Background: an optimization exercise with open tools, aiming at small area. Do not read the settings as production practice. At most, simulation tests tie the RTL to the original design; equivalence was not proved. No activity file was given, so power comes from the tool's default toggle rates.

Design Fifo, start of the top module:
module Fifo #(
    parameter LEN = 10,
    parameter SIZE = 32
) (
    input logic clk_i,
    input logic rst_i,
    input logic valid_i,
    input logic ready_i,
    input logic[SIZE-1:0] data_i,
    output logic[SIZE-1:0] data_o,
    output logic valid_o,
    output logic is_full_o
);
For scale: roughly 680 cells after synthesis, ~350 flip-flops, about 12000 µm² of cells after synthesis.
==> flow/config.mk <==
export PLATFORM = sky130hd
export DESIGN_NAME = Fifo
export DESIGN_NICKNAME = Fifo
export VERILOG_FILES = /design/flow/design.v
export SDC_FILE = /design/flow/constraint.sdc
export NUM_CORES = 4
export LEC_CHECK = 0
export CAP_MARGIN = 20
export CORE_MARGIN = 2
export CORE_UTILIZATION = 40
export CTS_BUF_LIST = sky130_fd_sc_hd__clkbuf_8
export SLEW_MARGIN = 20
==> flow/constraint.sdc <==
create_clock -name core_clock -period 5.0 [get_ports {clk_i}]
set_input_delay 1.0000 -clock core_clock [delete_from_list [all_inputs] [get_ports {clk_i}]]
set_output_delay 1.0000 -clock core_clock [all_outputs]
set_load 0.01 [all_outputs]
run.sh (not shown) runs the stock make flow with config.mk's settings and CLKGATE_MAP_FILE= SYNTH_SCRIPT=/design/flow/synth_recipe.tcl, a recipe that flattens the netlist after the stock synthesis.
Change:
==> flow/flow/run.sh (new file) <==
#!/bin/bash
# Standard ORFS layout (the standard.sh), with two knobs changed:
#  - port buffers use the smallest buffer cell (buf_1) instead of the default pick;
#  - clock tree synthesis without dummy loads, with larger sink clusters.
set -euo pipefail
cd "$(dirname "$0")/.."
bash standard.sh \
  "BUFFER_PORTS_ARGS=-buffer_cell sky130_fd_sc_hd__buf_1" \
  "CTS_ARGS=-sink_clustering_enable -repair_clock_nets -dont_use_dummy_load -buf_list sky130_fd_sc_hd__clkbuf_8" \
  finish > standard_flow.log 2>&1
==> flow/standard.sh (new file) <==
#!/bin/bash
# synth_recipe.tcl (not shown) runs the flow's synth.tcl, then flattens the netlist and writes it again
# the make line also repeats each setting of config.mk as NAME=value (left out here)
make -C /OpenROAD-flow-scripts/flow DESIGN_CONFIG=/design/flow/config.mk WORK_HOME=/design/flow/orfs CLKGATE_MAP_FILE= SYNTH_SCRIPT=/design/flow/synth_recipe.tcl "${@:-finish}"
CTS_BUF_LIST = unset   (was sky130_fd_sc_hd__clkbuf_8)
removed: flow/run.sh
The new run finished clean.
Core utilization fell by 2.5 points.
Worst setup slack gets better by 430 ps.
Critical path depth fell by 1.
Die area does not change.
Sequential share of layout area rose by 3.9 points.
Clock-buffer cell count fell by 3.
Flip-flop and latch count stays the same.
Change:
==> flow/run.sh (new file) <==
#!/bin/bash
# synth_recipe.tcl (not shown) runs the flow's synth.tcl, then flattens the netlist and writes it again
# the make line also repeats each setting of config.mk as NAME=value (left out here)
make -C /OpenROAD-flow-scripts/flow DESIGN_CONFIG=/design/flow/config.mk WORK_HOME=/design/flow/orfs CLKGATE_MAP_FILE= SYNTH_SCRIPT=/design/flow/synth_recipe.tcl finish
CTS_BUF_LIST = sky130_fd_sc_hd__clkbuf_4   (was unset)
removed: flow/flow/run.sh
removed: flow/standard.sh
Effect: The changed run produced a clean layout. Die area does not change. Total power came out higher by 11%. Wire length increases by 5.8%. Sequential cell count stays the same. Sequential power stays flat. Synthesized area does not change. Critical path depth grows by 1.
No functional check of the RTL was part of any run of this note.


Another version of the RTL of Fifo (not shown whole).
For scale: about 340 flip-flops, ~70 I/O pins, roughly 12000 sq um of cells after synthesis.
export LEC_CHECK = 0
export CAP_MARGIN = 0
export CORE_MARGIN = 2
export CORE_UTILIZATION = 70
export GPL_TIMING_DRIVEN = 0
export SLEW_MARGIN = 0
export SYNTH_HIERARCHICAL = 1
create_clock -name core_clock -period 5.0 [get_ports {clk_i}]
standard.sh (not shown) runs the stock make flow with config.mk's settings and CLKGATE_MAP_FILE= SYNTH_SCRIPT=/design/flow/synth_recipe.tcl, a recipe that flattens the netlist after the stock synthesis.
==> flow/flow/run.sh <==
#!/bin/bash
# Standard ORFS layout (the standard.sh), with two knobs changed:
#  - port buffers use the smallest buffer cell (buf_1) instead of the default pick;
#  - clock tree synthesis without dummy loads, with its own buffer list and sink clusters.
set -euo pipefail
cd "$(dirname "$0")/.."
bash standard.sh \
  "BUFFER_PORTS_ARGS=-buffer_cell sky130_fd_sc_hd__buf_1" \
  "CTS_ARGS=-sink_clustering_enable -repair_clock_nets -dont_use_dummy_load -buf_list sky130_fd_sc_hd__clkbuf_8 -sink_clustering_size 20 -sink_clustering_max_diameter 60" \
  finish > standard_flow.log 2>&1
Change:
--- a/flow/config.mk
+++ b/flow/config.mk
@@ -9,5 +9,5 @@
 export CORE_MARGIN = 2
 export CORE_UTILIZATION = 70
-export GPL_TIMING_DRIVEN = 0
+export PLACE_DENSITY = 0.9
 export SLEW_MARGIN = 0
 export SYNTH_HIERARCHICAL = 1
Effect: The new run completed with no timing, DRC or antenna violations. Flip-flop and latch count stays the same. Setup slack gets worse by 290 ps. Via count grows by a few percent. Global-route usage goes up by 0.12 points. Fmax falls by a little under a tenth. Non-clock buffer count came out lower by 15. Cell count came out lower slightly. Die area does not change. Count of clock-buffer cells in the layout went down by 1. Routed wire length went up by a few percent.


run A:
Another version of the RTL of Fifo (not shown whole).
Size in the first run: ~560 cells after synthesis, roughly 340 flip-flops, ~70 I/O pins.
export LEC_CHECK = 0
export CAP_MARGIN = 0
export CORE_MARGIN = 2
export CORE_UTILIZATION = 70
export SLEW_MARGIN = 0
export SYNTH_HIERARCHICAL = 1
create_clock -name core_clock -period 5.0 [get_ports {clk_i}]
==> flow/flow/run.sh <==
#!/bin/bash
# Standard ORFS layout (the standard.sh), with two knobs changed:
#  - port buffers use the smallest buffer cell (buf_1) instead of the default pick;
#  - clock tree synthesis without dummy loads, with its own buffer list and sink clusters.
set -euo pipefail
cd "$(dirname "$0")/.."
bash standard.sh \
  "BUFFER_PORTS_ARGS=-buffer_cell sky130_fd_sc_hd__buf_1" \
  "CTS_ARGS=-sink_clustering_enable -repair_clock_nets -dont_use_dummy_load -buf_list {sky130_fd_sc_hd__clkbuf_8 sky130_fd_sc_hd__clkbuf_16} -sink_clustering_size 30 -sink_clustering_max_diameter 80" \
  finish > standard_flow.log 2>&1
The following lists how run B was set up differently from run A:
diff --git a/flow/flow/run.sh b/flow/flow/run.sh
--- a/flow/flow/run.sh
+++ b/flow/flow/run.sh
@@ -9 +9 @@
-  "CTS_ARGS=-sink_clustering_enable -repair_clock_nets -dont_use_dummy_load -buf_list {sky130_fd_sc_hd__clkbuf_8 sky130_fd_sc_hd__clkbuf_16} -sink_clustering_size 30 -sink_clustering_max_diameter 80" \
+  "CTS_ARGS=-sink_clustering_enable -repair_clock_nets -dont_use_dummy_load -buf_list sky130_fd_sc_hd__clkbuf_16 -sink_clustering_size 40 -sink_clustering_max_diameter 50" \
Notes after the runs:
- met3 layer wire length in the routed design went up by a little under 10% going from run A to run B.
- Compared with run A, run B shows a higher via total after detailed routing.
- Diff run A -> run B | total power | up by more than 10%
- ~same synthesized area per cell in run A and run B
- Diff run A -> run B: remaining max-slew budget at the tightest pin now smaller, sum of routed wire segments on met1 higher.
Changes in run C relative to run B:
Settings: swapping 70 for 76 in CORE_UTILIZATION; putting PLACE_DENSITY at 0.84 where nothing was set.
diff --git a/flow/flow/run.sh b/flow/flow/run.sh
--- a/flow/flow/run.sh
+++ b/flow/flow/run.sh
@@ -9 +9 @@
-  "CTS_ARGS=-sink_clustering_enable -repair_clock_nets -dont_use_dummy_load -buf_list sky130_fd_sc_hd__clkbuf_16 -sink_clustering_size 40 -sink_clustering_max_diameter 50" \
+  "CTS_ARGS=-sink_clustering_enable -repair_clock_nets -dont_use_dummy_load -buf_list sky130_fd_sc_hd__clkbuf_8 -sink_clustering_size 20 -sink_clustering_max_diameter 60" \
Findings:
Between run B and run C, wire length on met3 increased. Diff run B -> run C | met2 wire length | down by a few percent. Of run B and run C, the higher register-to-register slack belongs to run C. [run C] worst setup slack fell 84 ps relative to run B. The reported clock group power in run C was lower than what run B gave. In the reports for run B and run C, the larger layout filler cell count belongs to run B. Between run B and run C, final area is lower for run C, run B comes in above that.
The following lists how run D was set up differently from run C:
Settings: clearing PLACE_DENSITY, which used to be 0.84; swapping 76 for 70 in CORE_UTILIZATION.
Between run D and run C, the difference in power per cell area is negligible.
Looking at wire length reported by the detailed router, run D sits 250 um below run C.
As far as number of instances in the synthesized netlist is concerned, run D and run C perform about the same.
Of the two values seen for critical path capture point, data_o[20] was produced by run C and data_o[31] by run D.
Function was not checked in any run of this note: the RTL went through the layout flow alone.


Another version of the RTL of Fifo (not shown whole).
For scale: roughly 610 cells after synthesis, roughly 350 flip-flops, about 12000 um2 of cells after synthesis.
==> flow/config.mk <==
export PLATFORM = sky130hd
export DESIGN_NAME = Fifo
export DESIGN_NICKNAME = Fifo
export VERILOG_FILES = /design/flow/design.v
export SDC_FILE = /design/flow/constraint.sdc
export NUM_CORES = 4
export LEC_CHECK = 0
export CAP_MARGIN = 20
export CORE_MARGIN = 2
export CORE_UTILIZATION = 40
export SLEW_MARGIN = 20
export SYNTH_HIERARCHICAL = 1
==> flow/constraint.sdc <==
create_clock -name core_clock -period 5.0 [get_ports {clk_i}]
set_input_delay 1.0000 -clock core_clock [delete_from_list [all_inputs] [get_ports {clk_i}]]
set_output_delay 1.0000 -clock core_clock [all_outputs]
set_load 0.01 [all_outputs]
==> flow/flow/run.sh <==
#!/bin/bash
# Standard ORFS layout (the standard.sh), with two knobs changed:
#  - port buffers use the smallest buffer cell (buf_1) instead of the default pick;
#  - clock tree synthesis without dummy loads, with its own buffer list and sink clusters.
set -euo pipefail
cd "$(dirname "$0")/.."
bash standard.sh \
  "BUFFER_PORTS_ARGS=-buffer_cell sky130_fd_sc_hd__buf_1" \
  "CTS_ARGS=-sink_clustering_enable -repair_clock_nets -dont_use_dummy_load -buf_list sky130_fd_sc_hd__clkbuf_16 -sink_clustering_size 30 -sink_clustering_max_diameter 100" \
  finish > standard_flow.log 2>&1
The starting point produced a clean layout.
Change:
--- a/flow/flow/run.sh
+++ b/flow/flow/run.sh
@@ -9 +9 @@
-  "CTS_ARGS=-sink_clustering_enable -repair_clock_nets -dont_use_dummy_load -buf_list sky130_fd_sc_hd__clkbuf_16 -sink_clustering_size 30 -sink_clustering_max_diameter 100" \
+  "CTS_ARGS=-sink_clustering_enable -repair_clock_nets -dont_use_dummy_load -buf_list sky130_fd_sc_hd__clkbuf_8 -sink_clustering_size 20 -sink_clustering_max_diameter 80" \
=> Clock power drops by roughly a tenth; critical path depth stays the same; clock skew rises by 0.018 ns; final area fell slightly; power shrinks by a few percent.
Function was not checked in any run of this note: the RTL went through the layout flow alone.


## Q
Fifo, a different RTL version from the one above (not shown whole).
Size: roughly 550 cells after synthesis, roughly 340 flip-flops, ~70 I/O pins, about 12,000 sq um of cells after synthesis.
Settings: LEC_CHECK=0, CAP_MARGIN=0, CORE_MARGIN=2, CORE_UTILIZATION=70, PLACE_DENSITY=0.9, SLEW_MARGIN=0, SYNTH_HIERARCHICAL=1; clock period 5.0 ns.
==> flow/flow/run.sh <==
#!/bin/bash
# Standard ORFS layout (the standard.sh), with two knobs changed:
#  - port buffers use the smallest buffer cell (buf_1) instead of the default pick;
#  - clock tree synthesis without dummy loads, with its own buffer list and sink clusters.
set -euo pipefail
cd "$(dirname "$0")/.."
bash standard.sh \
  "BUFFER_PORTS_ARGS=-buffer_cell sky130_fd_sc_hd__buf_1" \
  "CTS_ARGS=-sink_clustering_enable -repair_clock_nets -dont_use_dummy_load -buf_list sky130_fd_sc_hd__clkbuf_8 -sink_clustering_size 20 -sink_clustering_max_diameter 60" \
  finish > standard_flow.log 2>&1
Q finished end to end and its layout was clean on timing, DRC and antenna.
Inputs modified between Q and R:
diff --git a/flow/config.mk b/flow/config.mk
--- a/flow/config.mk
+++ b/flow/config.mk
@@ -10,3 +10,2 @@
 export CORE_UTILIZATION = 70
-export PLACE_DENSITY = 0.9
 export SLEW_MARGIN = 0
[summary]
- R completed end to end with timing, DRC and antenna clean.
- Q finished every stage and its layout cleared the timing, design-rule and antenna checks.
- Compared with Q, total wirelength of the detailed-routed design in R decreased by a few percent.
- Taking Q as the reference, in R largest net degree at the start of global routing increased by about 100% relative to the old numbers, maximum operating frequency saw a decrease, worst-case clock skew decreased 0.0036 ns, final standard cell utilization of the core went down 0.15 points.

==> separate check: timing with driven ports <==
How much do the figures lean on ideal ports? The routed layouts below were timed once more, with nothing changed but the port constraints. Step 1 (the two cells are an assumption about what drives the block):
set clk [get_ports {clk_i}]
set_driving_cell -lib_cell sky130_fd_sc_hd__clkbuf_16 $clk
set_driving_cell -lib_cell sky130_fd_sc_hd__buf_2 [delete_from_list [all_inputs] $clk]
Step 2 also shifts input and output timing later by t, the mid clock arrival at the registers, as if the neighbouring blocks saw the same clock. a / b / c = no drivers / after step 1 / after step 2; a / b = the first two.
run | shift t [ns] | setup WS [ns] | worst slew at a driven data input, ns
the first run of note 1 | 0.609 | 1.289 / 1.250 / 1.363 | 0.04
the second run of note 1 | 0.582 | 1.721 / 1.675 / 1.743 | 0.07
the third run of note 1 | 0.707 | 1.165 / 1.124 / 1.361 | 0.04
the first run of note 2 | 0.553 | 1.493 / 1.454 / 2.007 | 0.04
the second run of note 2 | 0.571 | 1.204 / 1.167 / 1.738 | 0.04
run A | 0.524 | 1.342 / 1.301 / 1.825 | 0.04
run B | 0.568 | 1.338 / 1.295 / 1.863 | 0.04
run C | 0.556 | 1.254 / 1.212 / 1.768 | 0.04
run D | 0.574 | 1.264 / 1.228 / 1.801 | 0.04
the first run of note 4 | 0.534 | 1.544 / 1.495 / 1.600 | 0.08
the second run of note 4 | 0.581 | 1.479 / 1.437 / 1.620 | 0.08
Q | 0.560 | 1.357 / 1.319 / 1.879 | 0.04
R | 0.572 | 1.297 / 1.258 / 1.829 | 0.06
After both steps every run listed still meets setup and hold.
